Source: an optimization exercise on an open RTL-to-GDS flow (aim: small area). Production flows keep margins and buffers that such runs may drop.
Only simulation tests tie the RTL to the original design; equivalence was not proved.
Power and IR drop assume default switching activity.

## flow/design.v (module list and top-level ports; edited modules follow where they fit)
// module MacArray: 423 lines
// module macc_c0_r0: 311 lines
// module macc_c0_r1: 394 lines
// module macc_c0_r2: 394 lines
// module macc_c0_r3: 455 lines
// module fin_c0: 31 lines
// module macc_cn_r0: 311 lines
// module macc_cn_r1: 394 lines
// module macc_cn_r2: 394 lines
// module macc_cn_r3: 455 lines
// module fin_cn: 31 lines
// module fa: 4 lines
// module ha: 4 lines
// module fa1: 4 lines
// module bsel: 3 lines
// module bsel0: 3 lines
// module bseln: 3 lines
module MacArray
#(
    parameter MAC_ROW        = 4,
    parameter MAC_COL        = 4,
    parameter IFMAP_BITWIDTH = 16,
    parameter W_BITWIDTH     = 8,
    parameter OFMAP_BITWIDTH = 32
)
(
    input  logic                                   clk,
    input  logic                                   rstn,
    input  logic                                   w_prefetch_in,
    input  logic                                   w_enable_in,
    input  logic [MAC_COL-1:0][W_BITWIDTH-1:0]     w_data_in,
    input  logic                                   ifmap_start_in,
    input  logic [MAC_ROW-1:0]                     ifmap_enable_in,
    input  logic [MAC_ROW-1:0][IFMAP_BITWIDTH-1:0] ifmap_data_in,
    output logic [MAC_COL-1:0]                     ofmap_valid_out,
    output logic [MAC_COL-1:0][OFMAP_BITWIDTH-1:0] ofmap_data_out
);
  // ...
==> flow/flow/run.sh <==
#!/bin/bash
# Layout flow: the standard synthesis, then an area-oriented re-mapping of the
# combinational logic (every cell except the registers, full adders, half
# adders and tie cells is turned back into logic and mapped again by ABC for
# area), then the standard flow from floorplan to finish.
# Each tool's output goes to a log file of its own in this folder.
set -euo pipefail
R=orfs/results/${FLOW_PLATFORM:-sky130hd}/MacArray/base
LIB=${FLOW_HOME}/platforms/sky130hd/lib/sky130_fd_sc_hd__tt_025C_1v80.lib
YOSYS=$(command -v yosys || echo /OpenROAD-flow-scripts/tools/install/yosys/bin/yosys)

bash standard.sh synth > 1_synth_standard.log 2>&1
cp $R/1_2_yosys.v 1_2_yosys_standard.v

DONT_USE=""
for c in $(sed -n 's/^export DONT_USE_CELLS += //p; /^ *sky130_fd_sc_hd__/p' ${FLOW_HOME}/platforms/sky130hd/config.mk | tr -d '\\'); do
  DONT_USE="$DONT_USE -dont_use $c"
done
cat > remap.abc <<EOF
strash
dch
map -a
topo
EOF
cat > remap.ys <<EOF
read_liberty -ignore_miss_func $LIB
read_verilog 1_2_yosys_standard.v
hierarchy -top MacArray
setattr -mod -set keep_hierarchy 1 sky130_fd_sc_hd__fa_1 sky130_fd_sc_hd__ha_1 sky130_fd_sc_hd__dfxtp_1 sky130_fd_sc_hd__conb_1
flatten
opt_clean
abc -liberty $LIB -script remap.abc $DONT_USE
opt_clean -purge
tee -o remap_stat.txt stat -liberty $LIB
select MacArray
write_verilog -noattr -noexpr -nohex -nodec -selected 1_2_yosys_remapped.v
EOF
$YOSYS -s remap.ys > 1_remap_yosys.log 2>&1
cp 1_2_yosys_remapped.v $R/1_2_yosys.v
touch $R/1_2_yosys.v

# Clock tree: mid-size clock buffers in larger sink clusters, no dummy loads.
# Ports: buffered as in the standard flow, with the smallest buffer.
bash standard.sh finish \
  "CTS_ARGS=-sink_clustering_enable -repair_clock_nets -buf_list sky130_fd_sc_hd__clkbuf_8 -dont_use_dummy_load -sink_clustering_size 15 -sink_clustering_max_diameter 80" \
  "BUFFER_PORTS_ARGS=-buffer_cell sky130_fd_sc_hd__buf_1" \
  > 2_layout_standard.log 2>&1
==> flow/standard.sh <==
#!/bin/bash
# synth_recipe.tcl (not shown) runs the flow's synth.tcl, then flattens the netlist and writes it again
# the make line also repeats each setting of config.mk as NAME=value (left out here)
make -C /OpenROAD-flow-scripts/flow DESIGN_CONFIG=/design/flow/config.mk WORK_HOME=/design/flow/orfs CLKGATE_MAP_FILE= SYNTH_SCRIPT=/design/flow/synth_recipe.tcl "${@:-finish}"
==> flow/config.mk <==
export PLATFORM = sky130hd
export DESIGN_NAME = MacArray
export DESIGN_NICKNAME = MacArray
export VERILOG_FILES = /design/flow/design.v
export SDC_FILE = /design/flow/constraint.sdc
export NUM_CORES = 4
export LEC_CHECK = 0
export ABC_CLOCK_PERIOD_IN_PS = 10000
export CAP_MARGIN = 20
export CORE_MARGIN = 2
export CORE_UTILIZATION = 60
export PLACE_DENSITY = 0.7
export SLEW_MARGIN = 20
export SYNTH_HIERARCHICAL = 1
==> flow/constraint.sdc <==
create_clock -name core_clock -period 10.0 [get_ports {clk}]
set_input_delay 2.0000 -clock core_clock [delete_from_list [all_inputs] [get_ports {clk}]]
set_output_delay 2.0000 -clock core_clock [all_outputs]
set_load 0.01 [all_outputs]
==> notes.md, run 1 <==
# TYPE chip_impl_metric gauge
chip_impl_metric{name="post_synth_inst_count",unit=""} 6538
chip_impl_info{name="run_status",value="complete, no violations"} 1
chip_impl_metric{name="drt-initial-drc-count",unit=""} 4989
chip_impl_metric{name="timing.max_cap.violations",unit=""} 0
chip_impl_metric{name="skew",unit="ns"} 0.0603
chip_impl_metric{name="combinational_power_share",unit="%"} 45.4
chip_impl_info{name="critPathCaptureType",value="flop"} 1
chip_impl_metric{name="cellLeakagePower",unit="nW"} 33.3
chip_impl_metric{name="final.min_clock_period",unit="ns"} 8.71
chip_impl_metric{name="layout_setup_ws",unit="ns"} 1.29
chip_impl_metric{name="sw_frac_of_total",unit="%"} 39.9
chip_impl_metric{name="path_clk_slew",unit="ns"} 0.10
chip_impl_metric{name="instances_no_fill",unit=""} 8331
chip_impl_metric{name="wirelength_met1",unit="um"} 74400
chip_impl_metric{name="grt.total_usage",unit="%"} 33.3
chip_impl_metric{name="p_per_area",unit="nW/um2"} 142
chip_impl_info{name="clock_tree_from_tritoncts",value="built"} 1
chip_impl_metric{name="seq_power_share",unit="%"} 37.5
chip_impl_metric{name="largest_net_degree_at_the_start_of_global_routing",unit=""} 190
chip_impl_metric{name="cts_inserted_buffers",unit=""} 66
chip_impl_info{name="worst_r2r_endpoint",value="p_c2r1[25]$_SDFFE_PN0P_"} 1
chip_impl_metric{name="tap-cell-count",unit=""} 1391
chip_impl_metric{name="cts_sinks",unit=""} 780
chip_impl_metric{name="drt_drc_violations_left",unit=""} 0
chip_impl_metric{name="port_buffers",unit=""} 234
chip_impl_info{name="hp-class",value="reg -> reg"} 1
chip_impl_metric{name="globalRouteMet1Util",unit="%"} 44.2
chip_impl_metric{name="setup_viol_count_final",unit=""} 0
chip_impl_metric{name="inverters",unit=""} 353
chip_impl_metric{name="final_design_area_no_fill",unit="um2"} 68500
chip_impl_metric{name="arrival_time_at_the_worst_endpoint",unit="ns"} 9.35
chip_impl_metric{name="via_count",unit=""} 51500
chip_impl_metric{name="hpwl",unit="um"} 138000
chip_impl_info{name="highest_count_cells_in_the_layout_ignoring_fill_and_taps",value="1056 x sky130_fd_sc_hd__fa_1, 987 x sky130_fd_sc_hd__o22ai_1, 902 x sky130_fd_sc_hd__nor2_1"} 1
chip_impl_metric{name="fin_nets",unit=""} 8242
chip_impl_metric{name="h-tree-depth",unit=""} 3
chip_impl_metric{name="syn_area",unit="um2"} 64200
chip_impl_metric{name="sequential_cell_total",unit=""} 780
==> inputs of run 2 (changes only) <==
--- a/flow/config.mk
+++ b/flow/config.mk
@@ -7,8 +7,8 @@
 export LEC_CHECK = 0
 export ABC_CLOCK_PERIOD_IN_PS = 10000
-export CAP_MARGIN = 20
+export CAP_MARGIN = 5
 export CORE_MARGIN = 2
-export CORE_UTILIZATION = 60
-export PLACE_DENSITY = 0.7
-export SLEW_MARGIN = 20
+export CORE_UTILIZATION = 70
+export PLACE_DENSITY = 0.8
+export SLEW_MARGIN = 5
 export SYNTH_HIERARCHICAL = 1
==> run 2 against run 1 <==
  * Critical endpoint is now p_c3r1[25]$_SDFFE_PN0P_
  * Largest cell class unchanged
  * Register-to-register slack worse by 0.07 ns
  * Utilization grew 10 points
  * Final cell count shrank 2.5%
  * Highest routed layer unchanged
  * Area after synthesis unchanged
  * Sequential cell count stayed put
  * Maximum frequency decreased by 0.82%
  * Worst setup slack got worse by 0.072 ns
  * Clock power about the same
  * Critical path type unchanged
  * Via count rose by 1.9%
==> notes.md, run 2 <==
# TYPE chip_impl_metric gauge
chip_impl_info{name="worst-setup-path-type",value="reg -> reg"} 1
chip_impl_metric{name="timing.max_cap.violations",unit=""} 0
chip_impl_info{name="clock_tree_from_tritoncts",value="built"} 1
chip_impl_metric{name="arrival_time_at_the_worst_endpoint",unit="ns"} 9.47
chip_impl_info{name="grt_busiest_layer",value="met2"} 1
chip_impl_metric{name="port_buffers",unit=""} 234
chip_impl_metric{name="cellLeakagePower",unit="nW"} 33.4
chip_impl_metric{name="cts_resized",unit=""} 0
chip_impl_metric{name="fin_nets",unit=""} 8242
chip_impl_metric{name="cts_sinks",unit=""} 780
chip_impl_metric{name="drt_drc_violations_left",unit=""} 0
chip_impl_metric{name="via_count",unit=""} 52500
chip_impl_metric{name="top_level_ports",unit=""} 237
chip_impl_metric{name="die_area",unit="um2"} 94100
chip_impl_metric{name="slew_viol_final",unit=""} 0
chip_impl_metric{name="reg2reg_depth",unit=""} 23
chip_impl_metric{name="globalRouteMet1Util",unit="%"} 49.8
chip_impl_metric{name="finalHoldViolCount",unit=""} 0
chip_impl_info{name="cts.root.buffer_cell",value="sky130_fd_sc_hd__clkbuf_8"} 1
chip_impl_metric{name="final.min_clock_period",unit="ns"} 8.79
chip_impl_metric{name="fin_hold_ws",unit="ns"} 0.328
chip_impl_metric{name="drt-initial-drc-count",unit=""} 6045
chip_impl_info{name="grt_setup_unrepaired",value="no"} 1
chip_impl_metric{name="clock_path_buffers",unit=""} 3
chip_impl_metric{name="dpl_worst_slack",unit="ns"} 0.762
chip_impl_metric{name="met2_usage",unit="%"} 61.8
chip_impl_metric{name="cell_internal_pwr",unit="mW"} 5.84
chip_impl_info{name="layout.cells.most_common",value="sky130_fd_sc_hd__fa_1"} 1
chip_impl_metric{name="drive_gt1_share",unit="%"} 3.20
chip_impl_metric{name="synth.net_count",unit=""} 7843
chip_impl_metric{name="groute.layer.met3.usage",unit="%"} 7.16
chip_impl_metric{name="floorplan.die.width",unit="um"} 307
chip_impl_info{name="critPathCaptureType",value="flop"} 1
chip_impl_metric{name="grt.total_usage",unit="%"} 38.3
chip_impl_metric{name="detail_route.wirelength",unit="um"} 179000
chip_impl_info{name="run_status",value="complete, no violations"} 1
chip_impl_metric{name="worst_slew_pin_slew",unit="ns"} 1.18
chip_impl_metric{name="max_freq",unit="GHz"} 0.114
chip_impl_metric{name="drt_pass1_iterations",unit=""} 8
chip_impl_metric{name="post_synth.cell_area_avg",unit="um2"} 9.81
chip_impl_metric{name="combinational_power_share",unit="%"} 44.9
chip_impl_metric{name="floorplan_row_count",unit=""} 111
chip_impl_metric{name="timing.critical_path.fanout_max",unit=""} 17
chip_impl_metric{name="floorplan.die.height",unit="um"} 307
chip_impl_metric{name="core_area",unit="um2"} 91200
chip_impl_metric{name="setup_viol_count_final",unit=""} 0
chip_impl_metric{name="synthesis.yosys.warnings",unit=""} 7
chip_impl_metric{name="final_antenna_net_count",unit=""} 0
chip_impl_metric{name="ir_worst_vdd",unit="uV"} 198
chip_impl_metric{name="h-tree-depth",unit=""} 3
chip_impl_metric{name="clkPwrFrac",unit="%"} 17.3
chip_impl_metric{name="layout_setup_ws",unit="ns"} 1.21
chip_impl_metric{name="antenna_violations_before_repair",unit=""} 12
chip_impl_metric{name="areaGrowthSynthToFinish",unit="%"} 6.30
chip_impl_metric{name="power.total",unit="mW"} 9.65
chip_impl_metric{name="syn_area",unit="um2"} 64200
chip_impl_metric{name="cts_inserted_buffers",unit=""} 67
chip_impl_metric{name="gr-total-overflow",unit=""} 0
chip_impl_metric{name="worst_max_slew_margin_expressed_relative_to_the_limit",unit="%"} 21.1
chip_impl_metric{name="crit_required",unit="ns"} 10.68
chip_impl_metric{name="grt_pass1_vias",unit=""} 52100
chip_impl_info{name="hp-class",value="reg -> reg"} 1
chip_impl_metric{name="power.switching",unit="mW"} 3.81
chip_impl_metric{name="gp_congestion",unit=""} 0.971
chip_impl_metric{name="p_per_area",unit="nW/um2"} 141
chip_impl_metric{name="timing.setup.tns",unit="ns"} 0
chip_impl_metric{name="cts_setup_buffers",unit=""} 0
chip_impl_info{name="timing.critical_path.from_type",value="flop"} 1
chip_impl_metric{name="sw_frac_of_total",unit="%"} 39.5
chip_impl_metric{name="largest_net_degree_at_the_start_of_global_routing",unit=""} 232
chip_impl_metric{name="initial_utilization",unit="%"} 70.3
chip_impl_metric{name="post_synth_inst_count",unit=""} 6538
chip_impl_metric{name="skew",unit="ns"} 0.102
chip_impl_metric{name="cts_hold_buf",unit=""} 0
chip_impl_metric{name="avgViaCountPerCell",unit=""} 6.46
chip_impl_metric{name="grt_pass1_wl",unit="um"} 284000
chip_impl_info{name="highest_count_cells_in_the_layout_ignoring_fill_and_taps",value="1056 x sky130_fd_sc_hd__fa_1, 987 x sky130_fd_sc_hd__o22ai_1, 902 x sky130_fd_sc_hd__nor2_1"} 1
chip_impl_metric{name="seq_power_share",unit="%"} 37.8
chip_impl_metric{name="hpwl",unit="um"} 135000
chip_impl_metric{name="path_clk_slew",unit="ns"} 0.12
chip_impl_metric{name="layout_worst_path_cycle_share",unit="%"} 87.9
chip_impl_metric{name="min_path_cells",unit=""} 0
chip_impl_metric{name="clk-insertion-delay-late",unit="ns"} 0.80
chip_impl_metric{name="avgRoutedWirePerCell",unit="um"} 22.0
[run 2: final timing paths]
kind	from	end	slack, ns
min	x_c0r0[8]$_DFF_P_	x_c1r0[8]$_DFF_P_	0.33
min reg2reg	x_c0r0[8]$_DFF_P_	x_c1r0[8]$_DFF_P_	0.33
max reg2reg	w_c3r1[0]$_SDFFE_PN0P_	p_c3r1[25]$_SDFFE_PN0P_	1.21
max	w_c3r1[0]$_SDFFE_PN0P_	p_c3r1[25]$_SDFFE_PN0P_	1.21
[run 2: cell type report]
class | instances | area (um2)
antenna | 5 | 12.5
clock buffer | 67 | 922
fill | 6905 | 23100
inverter | 353 | 1330
multi-input combinational | 5405 | 47200
sequential | 780 | 15600
tap | 1186 | 1480
timing repair buffer | 330 | 1620
[run 2: power groups by stage]
| stage | clock network [mW] | logic [mW] | registers (mW) |
|---|---|---|---|
| 2_1_floorplan | 0 | 2.97 | 3.65 |
| 3_3_place_gp | 0 | 4.18 | 3.71 |
| 3_5_place_dp | 0 | 4.29 | 3.72 |
| 4_1_cts | 1.69 | 4.32 | 3.65 |
| 5_1_grt | 1.79 | 4.88 | 3.67 |
| 6_report | 1.67 | 4.33 | 3.65 |
[run 2: critical path, cell delays in order (launching register included)]
cell	delay [ns]
sky130_fd_sc_hd__dfxtp_1	0.75
sky130_fd_sc_hd__clkinv_1	0.68
sky130_fd_sc_hd__nor2_1	0.32
sky130_fd_sc_hd__a21oi_1	0.14
sky130_fd_sc_hd__fa_1	0.45
sky130_fd_sc_hd__fa_1	0.52
sky130_fd_sc_hd__fa_1	0.44
sky130_fd_sc_hd__ha_1	0.23
sky130_fd_sc_hd__fa_1	0.39
sky130_fd_sc_hd__fa_1	0.41
sky130_fd_sc_hd__fa_1	0.40
sky130_fd_sc_hd__fa_1	0.41
sky130_fd_sc_hd__fa_1	0.41
sky130_fd_sc_hd__fa_1	0.40
sky130_fd_sc_hd__fa_1	0.40
sky130_fd_sc_hd__ha_1	0.22
sky130_fd_sc_hd__fa_1	0.37
sky130_fd_sc_hd__ha_1	0.20
sky130_fd_sc_hd__fa_1	0.38
sky130_fd_sc_hd__ha_1	0.22
sky130_fd_sc_hd__fa_1	0.38
sky130_fd_sc_hd__ha_1	0.20
sky130_fd_sc_hd__or2_2	0.29
sky130_fd_sc_hd__a31oi_1	0.12
[run 2: metrics by stage]
stage | instance area, um2 | utilization [%] | instances
after floorplan | 64200 | - | 6538
after global placement | 67300 | 73.7 | 8054
after detailed placement | 67300 | 73.7 | 8054
after CTS | 68200 | 74.7 | 8121
after global routing | 68200 | 74.7 | 8125
final | 68200 | 74.7 | 8126
[run 2: metal layers]
| layer | vias up | share of wire [%] |
|---|---|---|
| li1 | 23400 | - |
| met1 | 25700 | 38 |
| met2 | 2874 | 47 |
| met3 | 532 | 9.0 |
| met4 | 8 | 5.8 |
| met5 | - | 0.10 |

-- afterwards: timing with drivers on the ports --
Ports are ideal in the flow. The routed layouts listed here were re-timed in OpenROAD. Step 1 sets driving cells, clkbuf_16 on the clock port and buf_2 on the other inputs (assumed; they add their load-dependent delay and slew). Step 2 adds t to the input delays and takes it off the output delays; t is the mean of the earliest and latest rising clock arrival at the registers after step 1. Input paths then give back, and output paths get back, about the clock's delay inside the block. Slacks: no drivers / after step 1 / after step 2; pairs: no drivers / after step 1.
run | t, ns | setup slack, ns | hold slack, ns | clock arrival spread, ns | pins driven straight from the clock port
run 1 | 0.799 | 1.286 / 1.286 / 0.692 | 0.360 / 0.360 / 0.360 | 0.061 / 0.061 | 1
run 2 | 0.816 | 1.214 / 1.214 / 0.737 | 0.328 / 0.328 / 0.328 | 0.112 / 0.113 | 1
After both steps every run listed still meets setup and hold. The setup slack of run 1, which loses most, moves by 0.000 ns with the drivers and by -0.594 ns with both steps.
